Source: an optimization exercise on an open RTL-to-GDS flow (aim: small area and a short achievable clock period). Production flows keep margins and buffers that such runs may drop. Where RTL was checked, it was by simulation tests only, not by an equivalence proof against the original.

Setup of harbor:
==> flow/design.v <==
module top_pip(input [15:0] X,Y,
input [3:0] sn_1,
input clk,
input reset,
input [15:0] theta_in,
output reg [3:0] sn_op,
output reg [15:0] theta_op,
output reg [15:0] Xo,Yo);
wire [14:0] t = theta_in[14:0];
reg  [3:0]  s_c;
reg  [14:0] th_fin;
integer j;
always @* begin
    s_c = 4'd15;
    for (j = 1; j <= 13; j = j + 1)
        if (t[j]) s_c = 15 - j;
    if (t[14]) s_c = 4'd2;
end
always @* begin
    for (j = 0; j <= 12; j = j + 1)
        th_fin[j] = t[j] & ~(t[j+1] & ~|(t >> (j+2)));
    th_fin[13] = t[13];
    th_fin[14] = 1'b0;
    if (t[14]) th_fin = {3'b010, t[11:0]};
end
wire [3:0] s_1 = theta_in[15] ? 4'd15 : s_c;
wire [15:0] xo_w [1:10];
wire [15:0] yo_w [1:10];
rot1 r1 (.xn(X), .yn(Y), .i(sn_1), .xo(xo_w[1]), .yo(yo_w[1]));
reg [15:0] x2r, y2r;
reg [11:0] th2r;
reg [3:0]  i2r, c2r;    
always @(posedge clk) begin
    x2r <= xo_w[1]; y2r <= yo_w[1];
    th2r <= th_fin[11:0];
    i2r <= s_1;
    c2r <= s_c;
end
rot r2 (.xn(x2r), .yn(y2r), .i(i2r), .xo(xo_w[2]), .yo(yo_w[2]));
wire [11:0] th_w [2:10];
wire [3:0]  i_w  [2:10];
assign th_w[2] = th2r;
assign i_w[2]  = c2r;
genvar k;
generate
    for (k = 3; k <= 10; k = k + 1) begin : st
        reg [15:0] xr, yr;
        reg [11:0] thr;
        reg [3:0]  ir;
        always @(posedge clk) begin
            xr  <= xo_w[k-1];
            yr  <= yo_w[k-1];
            thr <= th_w[k-1];
            ir  <= i_w[k-1];
        end
        rot rk (.xn(xr), .yn(yr), .i(ir), .xo(xo_w[k]), .yo(yo_w[k]));
        assign th_w[k] = thr;
        assign i_w[k]  = ir;
    end
endgenerate
always @(posedge clk) begin
    if (reset) begin
        Xo <= 0;
        Yo <= 0;
        sn_op <= 0;
        theta_op <= 0;
    end else begin
        Xo <= xo_w[10];
        Yo <= yo_w[10];
        sn_op <= i_w[10];
        theta_op <= {2'b00, i_w[10] == 4'd2, i_w[10] == 4'd3, th_w[10]};
    end
end
endmodule
module shr16(input [15:0] a, input [3:0] s, output [15:0] y);
wire [15:0] l1 = s[0] ? {1'b0, a[15:1]}  : a;
wire [15:0] l2 = s[1] ? {2'b0, l1[15:2]} : l1;
wire [15:0] l4 = s[2] ? {4'b0, l2[15:4]} : l2;
assign y       = s[3] ? {8'b0, l4[15:8]} : l4;
endmodule
module add4(input [15:0] a, b, c, d, output [15:0] y);
wire [15:0] s1 = a ^ b ^ c;
wire [15:0] c1 = {(a[14:0] & b[14:0]) | (a[14:0] & c[14:0]) | (b[14:0] & c[14:0]), 1'b0};
wire [15:0] s2 = s1 ^ c1 ^ d;
wire [15:0] c2 = {(s1[14:0] & c1[14:0]) | (s1[14:0] & d[14:0]) | (c1[14:0] & d[14:0]), 1'b0};
assign y = s2 + c2;
endmodule
module rot1(input [15:0] xn, yn,
            input [3:0] i,
            output [15:0] xo, yo);
function [3:0] op2f(input [3:0] i);
    case (i)
        4'd0: op2f = 4'd2;   4'd1: op2f = 4'd5;   4'd2: op2f = 4'd8;   4'd3: op2f = 4'd11;
        4'd4: op2f = 4'd14;  4'd5: op2f = 4'd1;   4'd6: op2f = 4'd4;   4'd7: op2f = 4'd7;
        4'd8: op2f = 4'd10;  4'd9: op2f = 4'd13;  4'd10: op2f = 4'd0;  4'd11: op2f = 4'd3;
        4'd12: op2f = 4'd6;  4'd13: op2f = 4'd9;  4'd14: op2f = 4'd12; default: op2f = 4'd15;
    endcase
endfunction
wire [3:0] op2 = op2f(i);
wire [15:0] x1, y1, x2, y2, xi, yi;
assign x1 = {1'b0, xn[15:1]} >> {i[2:0], 1'b0};
assign y1 = {1'b0, yn[15:1]} >> {i[2:0], 1'b0};
shr16 sx2 (.a(xn), .s(op2), .y(x2));
shr16 sy2 (.a(yn), .s(op2), .y(y2));
shr16 sxi (.a(xn), .s(i),   .y(xi));
shr16 syi (.a(yn), .s(i),   .y(yi));
add4 ax (.a(xn), .b(x1), .c(y2), .d(yi), .y(xo));
add4 ay (.a(yn), .b(y1), .c(x2), .d(xi), .y(yo));
endmodule
module rot(input [15:0] xn, yn,
           input [3:0] i,
           output [15:0] xo, yo);
function [3:0] op2f(input [3:0] i);
    case (i)
        4'd0: op2f = 4'd2;   4'd1: op2f = 4'd5;   4'd2: op2f = 4'd8;   4'd3: op2f = 4'd11;
        4'd4: op2f = 4'd14;  4'd5: op2f = 4'd1;   4'd6: op2f = 4'd4;   4'd7: op2f = 4'd7;
        4'd8: op2f = 4'd10;  4'd9: op2f = 4'd13;  4'd10: op2f = 4'd0;  4'd11: op2f = 4'd3;
        4'd12: op2f = 4'd6;  4'd13: op2f = 4'd9;  4'd14: op2f = 4'd12; default: op2f = 4'd15;
    endcase
endfunction
wire [3:0] op2 = op2f(i);
wire [3:0] u = i - 4'd2;                        
wire [15:0] x1 = {1'b0, xn[15:1]} >> {i[2:0], 1'b0};
wire [15:0] y1 = {1'b0, yn[15:1]} >> {i[2:0], 1'b0};
wire [15:0] x2, y2, xi, yi;
shr16 sx2 (.a(xn), .s(op2), .y(x2));
shr16 sy2 (.a(yn), .s(op2), .y(y2));
shr16 sxi (.a({2'b0, xn[15:2]}), .s(u), .y(xi));
shr16 syi (.a({2'b0, yn[15:2]}), .s(u), .y(yi));
add4 ax (.a(xn), .b(x1), .c(y2), .d(yi), .y(xo));
add4 ay (.a(yn), .b(y1), .c(x2), .d(xi), .y(yo));
endmodule
==> flow/config.mk <==
export PLATFORM = sky130hd
export DESIGN_NAME = top_pip
export DESIGN_NICKNAME = top_pip
export VERILOG_FILES = /design/flow/design.v
export SDC_FILE = /design/flow/constraint.sdc
export NUM_CORES = 4
export LEC_CHECK = 0
export ABC_AREA = 1
export CAP_MARGIN = 20
export CORE_MARGIN = 2
export CORE_UTILIZATION = 40
export SETUP_SLACK_MARGIN = 1.2
export SLEW_MARGIN = 20
==> flow/constraint.sdc <==
create_clock -name core_clock -period 5.5 [get_ports {clk}]
set_input_delay 1.1000 -clock core_clock [delete_from_list [all_inputs] [get_ports {clk}]]
set_output_delay 1.1000 -clock core_clock [all_outputs]
set_load 0.01 [all_outputs]
standard.sh (not shown) runs the stock make flow with config.mk's settings and CLKGATE_MAP_FILE= SYNTH_SCRIPT=/design/flow/synth_recipe.tcl, a recipe that flattens the netlist after the stock synthesis.
==> flow/flow/run.sh <==
#!/bin/bash
# The standard layout, with Yosys's generic synthesis run without its quick
# ABC pass (SYNTH_ARGS=-noabc): the full adders are then extracted from the
# unmapped logic and need no polarity-fixing inverters.  Everything else,
# including the final ABC mapping, is the standard flow.
set -euo pipefail
bash standard.sh SYNTH_ARGS=-noabc finish > orfs_make.log 2>&1
> inputs changed (harbor -> raven)
--- a/flow/design.v
+++ b/flow/design.v
@@ -30,32 +30,39 @@
 reg [15:0] x2r, y2r;
 reg [11:0] th2r;
 reg [3:0]  i2r, c2r;    
+reg [3:0]  n2r, d2r;    
 always @(posedge clk) begin
     x2r <= xo_w[1]; y2r <= yo_w[1];
     th2r <= th_fin[11:0];
     i2r <= s_1;
     c2r <= s_c;
+    n2r <= ~s_1;
+    d2r <= ~s_c;
 end
-rot r2 (.xn(x2r), .yn(y2r), .i(i2r), .xo(xo_w[2]), .yo(yo_w[2]));
+rot r2 (.xn(x2r), .yn(y2r), .i(i2r), .i_n(n2r), .xo(xo_w[2]), .yo(yo_w[2]));
 wire [11:0] th_w [2:10];
 wire [3:0]  i_w  [2:10];
+wire [3:0]  n_w  [2:10];
 assign th_w[2] = th2r;
 assign i_w[2]  = c2r;
+assign n_w[2]  = d2r;
 genvar k;
 generate
     for (k = 3; k <= 10; k = k + 1) begin : st
         reg [15:0] xr, yr;
         reg [11:0] thr;
-        reg [3:0]  ir;
+        reg [3:0]  ir, nr;
         always @(posedge clk) begin
             xr  <= xo_w[k-1];
             yr  <= yo_w[k-1];
             thr <= th_w[k-1];
             ir  <= i_w[k-1];
+            nr  <= n_w[k-1];
         end
-        rot rk (.xn(xr), .yn(yr), .i(ir), .xo(xo_w[k]), .yo(yo_w[k]));
+        rot rk (.xn(xr), .yn(yr), .i(ir), .i_n(nr), .xo(xo_w[k]), .yo(yo_w[k]));
         assign th_w[k] = thr;
         assign i_w[k]  = ir;
+        assign n_w[k]  = nr;
     end
 endgenerate
 always @(posedge clk) begin
@@ -108,7 +115,7 @@
 add4 ay (.a(yn), .b(y1), .c(x2), .d(xi), .y(yo));
 endmodule
 module rot(input [15:0] xn, yn,
-           input [3:0] i,
+           input [3:0] i, i_n,
            output [15:0] xo, yo);
 function [3:0] op2f(input [3:0] i);
     case (i)
@@ -118,15 +125,18 @@
         4'd12: op2f = 4'd6;  4'd13: op2f = 4'd9;  4'd14: op2f = 4'd12; default: op2f = 4'd15;
     endcase
 endfunction
-wire [3:0] op2 = op2f(i);
-wire [3:0] u = i - 4'd2;                        
+wire [3:0] ib  = ~i_n;
+wire [3:0] ua  = i - 4'd2;                        
+wire [3:0] ub  = ib - 4'd2;
+wire [3:0] pa  = op2f(i);
+wire [3:0] pb  = op2f(ib);
 wire [15:0] x1 = {1'b0, xn[15:1]} >> {i[2:0], 1'b0};
-wire [15:0] y1 = {1'b0, yn[15:1]} >> {i[2:0], 1'b0};
+wire [15:0] y1 = {1'b0, yn[15:1]} >> {ib[2:0], 1'b0};
 wire [15:0] x2, y2, xi, yi;
-shr16 sx2 (.a(xn), .s(op2), .y(x2));
-shr16 sy2 (.a(yn), .s(op2), .y(y2));
-shr16 sxi (.a({2'b0, xn[15:2]}), .s(u), .y(xi));
-shr16 syi (.a({2'b0, yn[15:2]}), .s(u), .y(yi));
+shr16 sy2 (.a(yn), .s(pa), .y(y2));
+shr16 syi (.a({2'b0, yn[15:2]}), .s(ua), .y(yi));
+shr16 sx2 (.a(xn), .s(pb), .y(x2));
+shr16 sxi (.a({2'b0, xn[15:2]}), .s(ub), .y(xi));
 add4 ax (.a(xn), .b(x1), .c(y2), .d(yi), .y(xo));
 add4 ay (.a(yn), .b(y1), .c(x2), .d(xi), .y(yo));
 endmodule
--- outcome ---
raven reached the end of the flow, and the finished layout is clean on the timing, design-rule and antenna checks. Total standard cell area after synthesis of raven exceeds that of harbor by a few percent. Summary: with harbor as the reference, count of non-CTS buffers in the layout in raven moved down by a few percent. Re setup slack: raven is 0.025 ns down on harbor. Diff harbor -> raven: number of cells on the critical path now larger, number of cells on the worst reg-to-reg path now larger, routed wire length now smaller. | synthesis-to-finish area growth | lower: raven |. Relative to harbor, routed metal-1 wire length decreased by 4.0% in raven.
Function not checked in raven: the RTL went through the layout flow alone.

[separate check: timing with driven ports]
The results above use ideal ports. As a check the final layouts listed here were re-extracted and re-timed, cells and wires unchanged.
Step 1: set_driving_cell puts a clkbuf_16 on clk and a buf_2 on each other input, an assumption about the parent block.
Step 2 moves the port delays by t, midway between the first and last clock arrival at a register: inputs arrive t later, outputs are due t later. That takes back most of the time a late clock gives input paths.
Slacks: ideal / step 1 / step 2; pairs: ideal / step 1.
run | t (ns) | slack for setup (ns) | slew at the worst register clock pin (ns) | worst data-port slew with drivers (ns) | cell pins on the clock port's net
harbor | 0.753 | 1.334 / 1.334 / 0.629 | 0.07 / 0.07 | 0.21 | 1
raven | 0.760 | 1.309 / 1.309 / 0.620 | 0.07 / 0.07 | 0.08 | 1
After both steps setup and hold are still met in every run listed. For harbor, which loses most, drivers alone change the setup slack by 0.000 ns; drivers and shift together by -0.705 ns.
